Context: an optimization exercise on an open-source flow, tuned for small area and a short achievable clock period. The choices shown serve that exercise and are no tape-out recipe. RTL that was checked went through simulation tests only; none was proved equivalent to the original.

== v6 ==
==> flow/design.v (excerpt) <==
module simon32_64 (
	input  logic clk, reset,
	input  logic in_valid,
	output logic in_ready,
	input  logic [31:0] plaintext,
	input  logic [63:0] key,
	output logic out_valid,
	output logic [31:0] ciphertext
);
==> module key_gen, before the edit <==
module key_gen (
  input  logic [63:0] key_in,
  input  logic        z0, z1,
  output logic [63:0] key_out
);
  logic [15:0] k0, k1, k2, k3, k4, k5, p, q, p3, p4, k1r, k2r, k3r3, k3r4, k3r6, k3r8;
  assign k0 = key_in[15:0];
  assign k1 = key_in[31:16];
  assign k2 = key_in[47:32];
  assign k3 = key_in[63:48];
  shifter #(15) R1a (k1, k1r);       
  shifter #(15) R1b (k2, k2r);       
  shifter #(13) R3  (k3, k3r3);      
  shifter #(12) R4  (k3, k3r4);      
  shifter #(10) R6  (k3, k3r6);      
  shifter #(8)  R8  (k3, k3r8);      
  assign p  = k0 ^ k1 ^ k1r ^ {14'h3fff, 1'b0, z0};
  assign q  = k3r3 ^ k3r4;
  assign k4 = p ^ q;
  shifter #(13) P3 (p, p3);          
  shifter #(12) P4 (p, p4);          
  assign k5 = (p3 ^ p4) ^ ((k1 ^ k2 ^ k2r ^ {14'h3fff, 1'b0, z1}) ^ (k3r6 ^ k3r8));
  assign key_out = {k5, k4, k3, k2};
endmodule
==> module simon32_64, before the edit <==
module simon32_64 (
	input  logic clk, reset,
	input  logic in_valid,
	output logic in_ready,
	input  logic [31:0] plaintext,
	input  logic [63:0] key,
	output logic out_valid,
	output logic [31:0] ciphertext
);
	localparam logic [2:0] A_FIRST = 3'b110;
	localparam logic [3:0] B_LAST  = 4'b1101;
	logic [15:0] xa, wa, xb, wb;
	logic [63:0] ka, kb;
	logic [2:0]  ca, ca_next;
	logic [3:0]  cb, cb_next;
	logic        va, free_b, last_b;
	logic [15:0] xab, wab, xba, wba;
	logic [63:0] kab, kba;
	always_comb begin
		case (ca)
			3'b110:  cb_next = 4'b1100;
			3'b100:  cb_next = 4'b1000;
			3'b000:  cb_next = 4'b1001;
			3'b010:  cb_next = 4'b0100;
			3'b011:  cb_next = 4'b1010;
			3'b001:  cb_next = 4'b0101;
			3'b111:  cb_next = 4'b0000;
			default: cb_next = 4'b1101;
		endcase
		case (cb)
			4'b1100: ca_next = 3'b100;
			4'b1000: ca_next = 3'b000;
			4'b1001: ca_next = 3'b010;
			4'b0100: ca_next = 3'b011;
			4'b1010: ca_next = 3'b001;
			4'b0101: ca_next = 3'b111;
			default: ca_next = 3'b101;
		endcase
	end
	assign last_b = (cb == B_LAST);
	round   rab (xa, wa, ka[31:16], ka[47:32], xab, wab);
	key_gen gab (ka, ca[2], ca[1], kab);
	round   rba (xb, wb, kb[31:16], kb[47:32] & {16{!last_b}}, xba, wba);
	key_gen gba (kb, cb[3], cb[2], kba);
	always_ff @(posedge clk) begin
		xb <= xab;
		wb <= wab;
		kb <= kab;
		cb <= cb_next;
		if (free_b) begin
			xa <= plaintext[31:16];
			wa <= plaintext[15:0] ^ key[15:0];
			ka <= key;
			ca <= A_FIRST;
		end else begin
			xa <= xba;
			wa <= wba;
			ka <= kba;
			ca <= ca_next;
		end
	end
	always_ff @(posedge clk) begin
		if (reset) begin
			va        <= 1'b0;
			free_b    <= 1'b1;
			out_valid <= 1'b0;
		end else begin
			va        <= free_b ? in_valid : !last_b;
			free_b    <= !va;
			out_valid <= !free_b && last_b;
		end
	end
	assign in_ready   = free_b;
	assign ciphertext = {xa, wa};
endmodule
Settings: LEC_CHECK=0, CAP_MARGIN=20, CORE_MARGIN=2, CORE_UTILIZATION=40, CTS_CLUSTER_DIAMETER=100, CTS_CLUSTER_SIZE=25, SETUP_SLACK_MARGIN=0.8, SLEW_MARGIN=20; clock period 2.5 ns.
standard.sh (not shown) runs the stock make flow with config.mk's settings and CLKGATE_MAP_FILE= SYNTH_SCRIPT=/design/flow/synth_recipe.tcl, a recipe that flattens the netlist after the stock synthesis.
==> flow/flow/run.sh <==
#!/bin/bash
# Standard layout (the standard.sh) with two changes:
#  - the port buffers are plain buffers instead of the delay cells that
#    buffer_ports picks by default;
#  - the slow cells listed in flow/dont_use.txt are added to the platform's
#    don't-use list, so that synthesis maps the XOR-heavy logic onto faster
#    two-input gates.
set -euo pipefail
export BUFFER_PORTS_ARGS="-buffer_cell sky130_fd_sc_hd__buf_2"
plat=$(make -s -C "$FLOW_HOME" DESIGN_CONFIG="$PWD/config.mk" WORK_HOME="$PWD/orfs" \
  print-DONT_USE_CELLS 2> print_dont_use.log | sed -n 's/^DONT_USE_CELLS: //p')
extra=$(grep -v '^#' flow/dont_use.txt | tr '\n' ' ')
echo "platform: $plat" > dont_use.log
echo "added: $extra" >> dont_use.log
bash standard.sh "DONT_USE_CELLS=$plat $extra" finish > standard_finish.log 2>&1
==> flow/flow/dont_use.txt <==
# slow cells kept out of synthesis and repair
sky130_fd_sc_hd__xor3_1
sky130_fd_sc_hd__xor3_2
sky130_fd_sc_hd__xor3_4
sky130_fd_sc_hd__xnor3_1
sky130_fd_sc_hd__xnor3_2
sky130_fd_sc_hd__xnor3_4
sky130_fd_sc_hd__or4_1
sky130_fd_sc_hd__or4_2
sky130_fd_sc_hd__or4_4
sky130_fd_sc_hd__nor4_1
sky130_fd_sc_hd__nor4_2
sky130_fd_sc_hd__nor4_4
sky130_fd_sc_hd__and4_1
sky130_fd_sc_hd__and4_2
sky130_fd_sc_hd__and4_4
sky130_fd_sc_hd__nand4_1
sky130_fd_sc_hd__nand4_2
sky130_fd_sc_hd__nand4_4
sky130_fd_sc_hd__or4b_1
sky130_fd_sc_hd__or4bb_1
sky130_fd_sc_hd__nor4b_1
sky130_fd_sc_hd__nor4bb_1
sky130_fd_sc_hd__or3_1
sky130_fd_sc_hd__or3b_1
sky130_fd_sc_hd__nor3_1
### v6 -> v7
-- flow/design.v --
<<< v6, line 27
  output logic [63:0] key_out
);
  logic [15:0] k0, k1, k2, k3, k4, k5, p, q, p3, p4, k1r, k2r, k3r3, k3r4, k3r6, k3r8;
  assign k0 = key_in[15:0];
  assign k1 = key_in[31:16];
  assign k2 = key_in[47:32];
  assign k3 = key_in[63:48];
  shifter #(15) R1a (k1, k1r);       
  shifter #(15) R1b (k2, k2r);       
  shifter #(13) R3  (k3, k3r3);      
  shifter #(12) R4  (k3, k3r4);      
  shifter #(10) R6  (k3, k3r6);      
  shifter #(8)  R8  (k3, k3r8);      
  assign p  = k0 ^ k1 ^ k1r ^ {14'h3fff, 1'b0, z0};
  assign q  = k3r3 ^ k3r4;
  assign k4 = p ^ q;
  shifter #(13) P3 (p, p3);          
  shifter #(12) P4 (p, p4);          
  assign k5 = (p3 ^ p4) ^ ((k1 ^ k2 ^ k2r ^ {14'h3fff, 1'b0, z1}) ^ (k3r6 ^ k3r8));
  assign key_out = {k5, k4, k3, k2};
endmodule
module simon32_64 (
>>> v7, line 27
  output logic [63:0] key_out
);
  logic [15:0] p, k1, k2, k3, k4, k5, pn, c0, c1, bc0;
  logic [15:0] k2r1, k3r1, k3r3, k3r4, k3r6, k3r8, pr3, pr4, c0r3, c0r4;
  assign p  = key_in[15:0];
  assign k1 = key_in[31:16];
  assign k2 = key_in[47:32];
  assign k3 = key_in[63:48];
  assign c0 = {14'h3fff, 1'b0, z0};
  assign c1 = {14'h3fff, 1'b0, z1};
  shifter #(15) R2a (k2, k2r1);      
  shifter #(15) R3a (k3, k3r1);      
  shifter #(13) R3b (k3, k3r3);      
  shifter #(12) R3c (k3, k3r4);      
  shifter #(10) R3d (k3, k3r6);      
  shifter #(8)  R3e (k3, k3r8);      
  shifter #(13) RPa (p, pr3);        
  shifter #(12) RPb (p, pr4);        
  shifter #(13) RCa (c0, c0r3);      
  shifter #(12) RCb (c0, c0r4);      
  assign bc0 = c0r3 ^ c0r4;
  assign k4 = p ^ (k3r3 ^ k3r4) ^ c0;
  assign k5 = (k1 ^ (k2 ^ k2r1)) ^ ((pr3 ^ pr4) ^ (k3r6 ^ k3r8)) ^ bc0 ^ c1;
  assign pn = k2 ^ k3 ^ k3r1;
  assign key_out = {k5, k4, k3, pn};
endmodule
module simon32_64 (
<<< v6, line 98
			xa <= plaintext[31:16];
			wa <= plaintext[15:0] ^ key[15:0];
			ka <= key;
			ca <= A_FIRST;
		end else begin
>>> v7, line 103
			xa <= plaintext[31:16];
			wa <= plaintext[15:0] ^ key[15:0];
			ka <= {key[63:16], key[15:0] ^ key[31:16] ^ {key[16], key[31:17]}};
			ca <= A_FIRST;
		end else begin
## What came out
- v7 against v6; detailed placement HPWL is up slightly.
- Worst setup slack for v7: 0.0074 ns down relative to v6
- v7 reports a lower non-clock buffer count than v6 does.
- Looking at worst-path cell with the longest stage delay, the sky130_fd_sc_hd__dfxtp_2 result is from v7; the sky130_fd_sc_hd__dfxtp_1 one comes from v6.
For v6, only the layout was checked, not whether the RTL still works.


sierra:
The RTL this note starts from:
==> flow/design.v <==
module shifter #(
  parameter int AMOUNT = 1
) (
  input  logic [15:0] shift_in,
  output logic [15:0] shift_out
);
  assign shift_out = (shift_in << AMOUNT) | (shift_in >> (16 - AMOUNT));
endmodule
module round (
  input  logic [15:0] x_in, w_in, k1,
  output logic [15:0] x_out, y_out
);
  logic [15:0] a1, a2, a8, x1, b1, b2, b8;
  shifter #(1) A1 (x_in, a1);
  shifter #(8) A8 (x_in, a8);
  shifter #(2) A2 (x_in, a2);
  assign x1 = (a1 & a8) ^ (a2 ^ w_in);
  shifter #(1) B1 (x1, b1);
  shifter #(8) B8 (x1, b8);
  shifter #(2) B2 (x1, b2);
  assign x_out = (b1 & b8) ^ (b2 ^ (x_in ^ k1));
  assign y_out = x1;
endmodule
module key_gen (
  input  logic [63:0] key_in,
  input  logic        z0, z1,
  output logic [63:0] key_out
);
  logic [15:0] p, k1, k2, k3, k4, k5, pn, c0, c1, bc0;
  logic [15:0] k2r1, k3r1, k3r3, k3r4, k3r6, k3r8, pr3, pr4, c0r3, c0r4;
  assign p  = key_in[15:0];
  assign k1 = key_in[31:16];
  assign k2 = key_in[47:32];
  assign k3 = key_in[63:48];
  assign c0 = {14'h3fff, 1'b0, z0};
  assign c1 = {14'h3fff, 1'b0, z1};
  shifter #(15) R2a (k2, k2r1);      
  shifter #(15) R3a (k3, k3r1);      
  shifter #(13) R3b (k3, k3r3);      
  shifter #(12) R3c (k3, k3r4);      
  shifter #(10) R3d (k3, k3r6);      
  shifter #(8)  R3e (k3, k3r8);      
  shifter #(13) RPa (p, pr3);        
  shifter #(12) RPb (p, pr4);        
  shifter #(13) RCa (c0, c0r3);      
  shifter #(12) RCb (c0, c0r4);      
  assign bc0 = c0r3 ^ c0r4;
  assign k4 = p ^ (k3r3 ^ k3r4) ^ c0;
  assign k5 = (k1 ^ (k2 ^ k2r1)) ^ ((pr3 ^ pr4) ^ (k3r6 ^ k3r8)) ^ bc0 ^ c1;
  assign pn = k2 ^ k3 ^ k3r1;
  assign key_out = {k5, k4, k3, pn};
endmodule
module simon32_64 (
	input  logic clk, reset,
	input  logic in_valid,
	output logic in_ready,
	input  logic [31:0] plaintext,
	input  logic [63:0] key,
	output logic out_valid,
	output logic [31:0] ciphertext
);
	localparam logic [2:0] A_FIRST = 3'b110;
	localparam logic [2:0] A_LAST  = 3'b101;
	localparam logic [3:0] B_LAST  = 4'b1101;
	logic [15:0] xa, wa, xb, wb;
	logic [63:0] ka, kb;
	logic [2:0]  ca, ca_next;
	logic [3:0]  cb, cb_next;
	logic        va, free_b, busy_b, last_a, last_b;
	logic [15:0] xab, wab, yab, xba, yba;
	logic [15:0] m_x, m_y, m_k0, m_k1, m_k2, m_k3;
	logic [63:0] kab, kab_raw, kba;
	always_comb begin
		case (ca)
			3'b110:  cb_next = 4'b1100;
			3'b100:  cb_next = 4'b1000;
			3'b000:  cb_next = 4'b1001;
			3'b010:  cb_next = 4'b0100;
			3'b011:  cb_next = 4'b1010;
			3'b001:  cb_next = 4'b0101;
			3'b111:  cb_next = 4'b0000;
			default: cb_next = 4'b1101;
		endcase
		case (cb)
			4'b1100: ca_next = 3'b100;
			4'b1000: ca_next = 3'b000;
			4'b1001: ca_next = 3'b010;
			4'b0100: ca_next = 3'b011;
			4'b1010: ca_next = 3'b001;
			4'b0101: ca_next = 3'b111;
			default: ca_next = 3'b101;
		endcase
	end
	assign last_b = (cb == B_LAST);
	assign last_a = (ca == A_LAST);
	assign kab = {kab_raw[63:48], kab_raw[47:32] & {16{!last_a}}, kab_raw[31:0]};
	round   rab (xa, wa, ka[31:16], xab, yab);
	key_gen gab (ka, ca[2], ca[1], kab_raw);
	round   rba (xb, wb, kb[31:16], xba, yba);
	key_gen gba (kb, cb[3], cb[2], kba);
	assign wab = yab ^ ka[47:32];
	assign m_x  = busy_b ? xba        : plaintext[31:16];
	assign m_y  = busy_b ? yba        : plaintext[15:0];
	assign m_k0 = busy_b ? kb[47:32]  : key[15:0];
	assign m_k1 = busy_b ? kb[63:48]  : key[31:16];
	assign m_k2 = busy_b ? kba[47:32] : key[47:32];
	assign m_k3 = busy_b ? kba[63:48] : key[63:48];
	always_ff @(posedge clk) begin
		xb <= xab;
		wb <= wab;
		kb <= kab;
		cb <= cb_next;
		xa <= m_x;
		wa <= m_y ^ m_k0;
		ka <= {m_k3, m_k2, m_k1, m_k0 ^ m_k1 ^ {m_k1[0], m_k1[15:1]}};
		ca <= busy_b ? ca_next : A_FIRST;
	end
	always_ff @(posedge clk) begin
		if (reset) begin
			va        <= 1'b0;
			free_b    <= 1'b1;
			busy_b    <= 1'b0;
			out_valid <= 1'b0;
		end else begin
			va        <= free_b ? in_valid : !last_b;
			free_b    <= !va;
			busy_b    <= va;
			out_valid <= !free_b && last_b;
		end
	end
	assign in_ready   = free_b;
	assign ciphertext = {xa, wa};
endmodule
==> flow/config.mk <==
export PLATFORM = sky130hd
export DESIGN_NAME = simon32_64
export DESIGN_NICKNAME = simon32_64
export VERILOG_FILES = /design/flow/design.v
export SDC_FILE = /design/flow/constraint.sdc
export NUM_CORES = 4
export LEC_CHECK = 0
export CAP_MARGIN = 20
export CORE_MARGIN = 2
export CORE_UTILIZATION = 40
export SETUP_SLACK_MARGIN = 0.95
export SLEW_MARGIN = 20
==> flow/constraint.sdc <==
create_clock -name core_clock -period 2.5 [get_ports {clk}]
set_input_delay 0.5000 -clock core_clock [delete_from_list [all_inputs] [get_ports {clk}]]
set_output_delay 0.5000 -clock core_clock [all_outputs]
set_load 0.01 [all_outputs]
==> flow/flow/run.sh <==
#!/bin/bash
# Standard layout (the standard.sh) with three changes:
#  - the port buffers are plain buffers instead of the delay cells that
#    buffer_ports picks by default (repair resizes them where timing needs);
#  - the clock tree is a root buffer driving one level of leaf buffers, with
#    no sink clustering, which gives less insertion delay than the default
#    H-tree with clustered leaves;
#  - the slow cells listed in flow/dont_use.txt are added to the platform's
#    don't-use list, so that synthesis maps the XOR-heavy logic onto faster
#    two-input gates.
set -euo pipefail
export BUFFER_PORTS_ARGS="-buffer_cell sky130_fd_sc_hd__buf_1"
export CTS_ARGS="-repair_clock_nets -buf_list sky130_fd_sc_hd__clkbuf_8 -root_buf sky130_fd_sc_hd__clkbuf_16"
plat=$(make -s -C "$FLOW_HOME" DESIGN_CONFIG="$PWD/config.mk" WORK_HOME="$PWD/orfs" \
  print-DONT_USE_CELLS 2> print_dont_use.log | sed -n 's/^DONT_USE_CELLS: //p')
extra=$(grep -v '^#' flow/dont_use.txt | tr '\n' ' ')
echo "platform: $plat" > dont_use.log
echo "added: $extra" >> dont_use.log
bash standard.sh "DONT_USE_CELLS=$plat $extra" finish > standard_finish.log 2>&1
Scripts as last shown in full above: flow/flow/dont_use.txt
Here is what was changed in the inputs of tundra compared with sierra.
diff --git a/flow/design.v b/flow/design.v
--- a/flow/design.v
+++ b/flow/design.v
@@ -21,13 +21,15 @@
   assign x_out = (b1 & b8) ^ (b2 ^ (x_in ^ k1));
   assign y_out = x1;
 endmodule
-module key_gen (
+module key_gen #(
+  parameter bit CHAIN = 0
+) (
   input  logic [63:0] key_in,
   input  logic        z0, z1,
   output logic [63:0] key_out
 );
   logic [15:0] p, k1, k2, k3, k4, k5, pn, c0, c1, bc0;
-  logic [15:0] k2r1, k3r1, k3r3, k3r4, k3r6, k3r8, pr3, pr4, c0r3, c0r4;
+  logic [15:0] k2r1, k3r1, k3r3, k3r4, k3r6, k3r8, pr3, pr4, c0r3, c0r4, k4r3, k4r4;
   assign p  = key_in[15:0];
   assign k1 = key_in[31:16];
   assign k2 = key_in[47:32];
@@ -46,7 +48,15 @@
   shifter #(12) RCb (c0, c0r4);      
   assign bc0 = c0r3 ^ c0r4;
   assign k4 = p ^ (k3r3 ^ k3r4) ^ c0;
-  assign k5 = (k1 ^ (k2 ^ k2r1)) ^ ((pr3 ^ pr4) ^ (k3r6 ^ k3r8)) ^ bc0 ^ c1;
+  shifter #(13) R4a (k4, k4r3);      
+  shifter #(12) R4b (k4, k4r4);      
+  generate
+    if (CHAIN) begin : chained
+      assign k5 = (k1 ^ (k2 ^ k2r1) ^ c1) ^ (k4r3 ^ k4r4);
+    end else begin : flat
+      assign k5 = (k1 ^ (k2 ^ k2r1)) ^ ((pr3 ^ pr4) ^ (k3r6 ^ k3r8)) ^ bc0 ^ c1;
+    end
+  endgenerate
   assign pn = k2 ^ k3 ^ k3r1;
   assign key_out = {k5, k4, k3, pn};
 endmodule
@@ -95,7 +105,7 @@
 	assign last_a = (ca == A_LAST);
 	assign kab = {kab_raw[63:48], kab_raw[47:32] & {16{!last_a}}, kab_raw[31:0]};
 	round   rab (xa, wa, ka[31:16], xab, yab);
-	key_gen gab (ka, ca[2], ca[1], kab_raw);
+	key_gen #(1) gab (ka, ca[2], ca[1], kab_raw);
 	round   rba (xb, wb, kb[31:16], xba, yba);
 	key_gen gba (kb, cb[3], cb[2], kba);
 	assign wab = yab ^ ka[47:32];
## What came out
- Compared tundra vs sierra, and register area is up in tundra.
- tundra against sierra: synthesized-area fraction occupied by xor and xnor cells went down 2.1 points; final core utilization went up by 2.7 points.
- tundra vs. sierra: largest clock skew in the final design now sits higher.
- NOTE number of rows in the core area sierra->tundra decreased slightly
- The final-layout worst hold slack in tundra sits 0.0036 ns below the value recorded for sierra.
- For number of filler cells placed in the layout, dividing the value from sierra by the value from tundra gives 1.08.
For tundra, only the layout was checked, not whether the RTL still works.

[port drivers added, routing unchanged]
The flow's constraints put no driver on any port. The routed layouts listed below were extracted and timed again, unchanged, in two steps.
Step 1, drivers: a clkbuf_16 drives clk and a buf_2 each remaining input, both assumed.
Step 2 times the ports against the registers' clock, not the clock port: input delays grow and output delays shrink by t, the midpoint of the rising clock arrivals with the driver on.
a / b / c = no drivers / after step 1 / after step 2; a / b = the first two.
run | t (ns) | setup slack, ns | latest minus earliest clock arrival (ns) | cell pins on the clock port's net
v6 | 0.520 | 0.821 / 0.773 / 0.861 | 0.027 / 0.027 | 1
v7 | 0.526 | 0.814 / 0.765 / 0.897 | 0.027 / 0.027 | 1
sierra | 0.447 | 0.956 / 0.943 / 0.956 | 0.016 / 0.017 | 1
tundra | 0.439 | 0.963 / 0.936 / 0.963 | 0.019 / 0.020 | 1
After both steps every run listed still meets setup and hold.
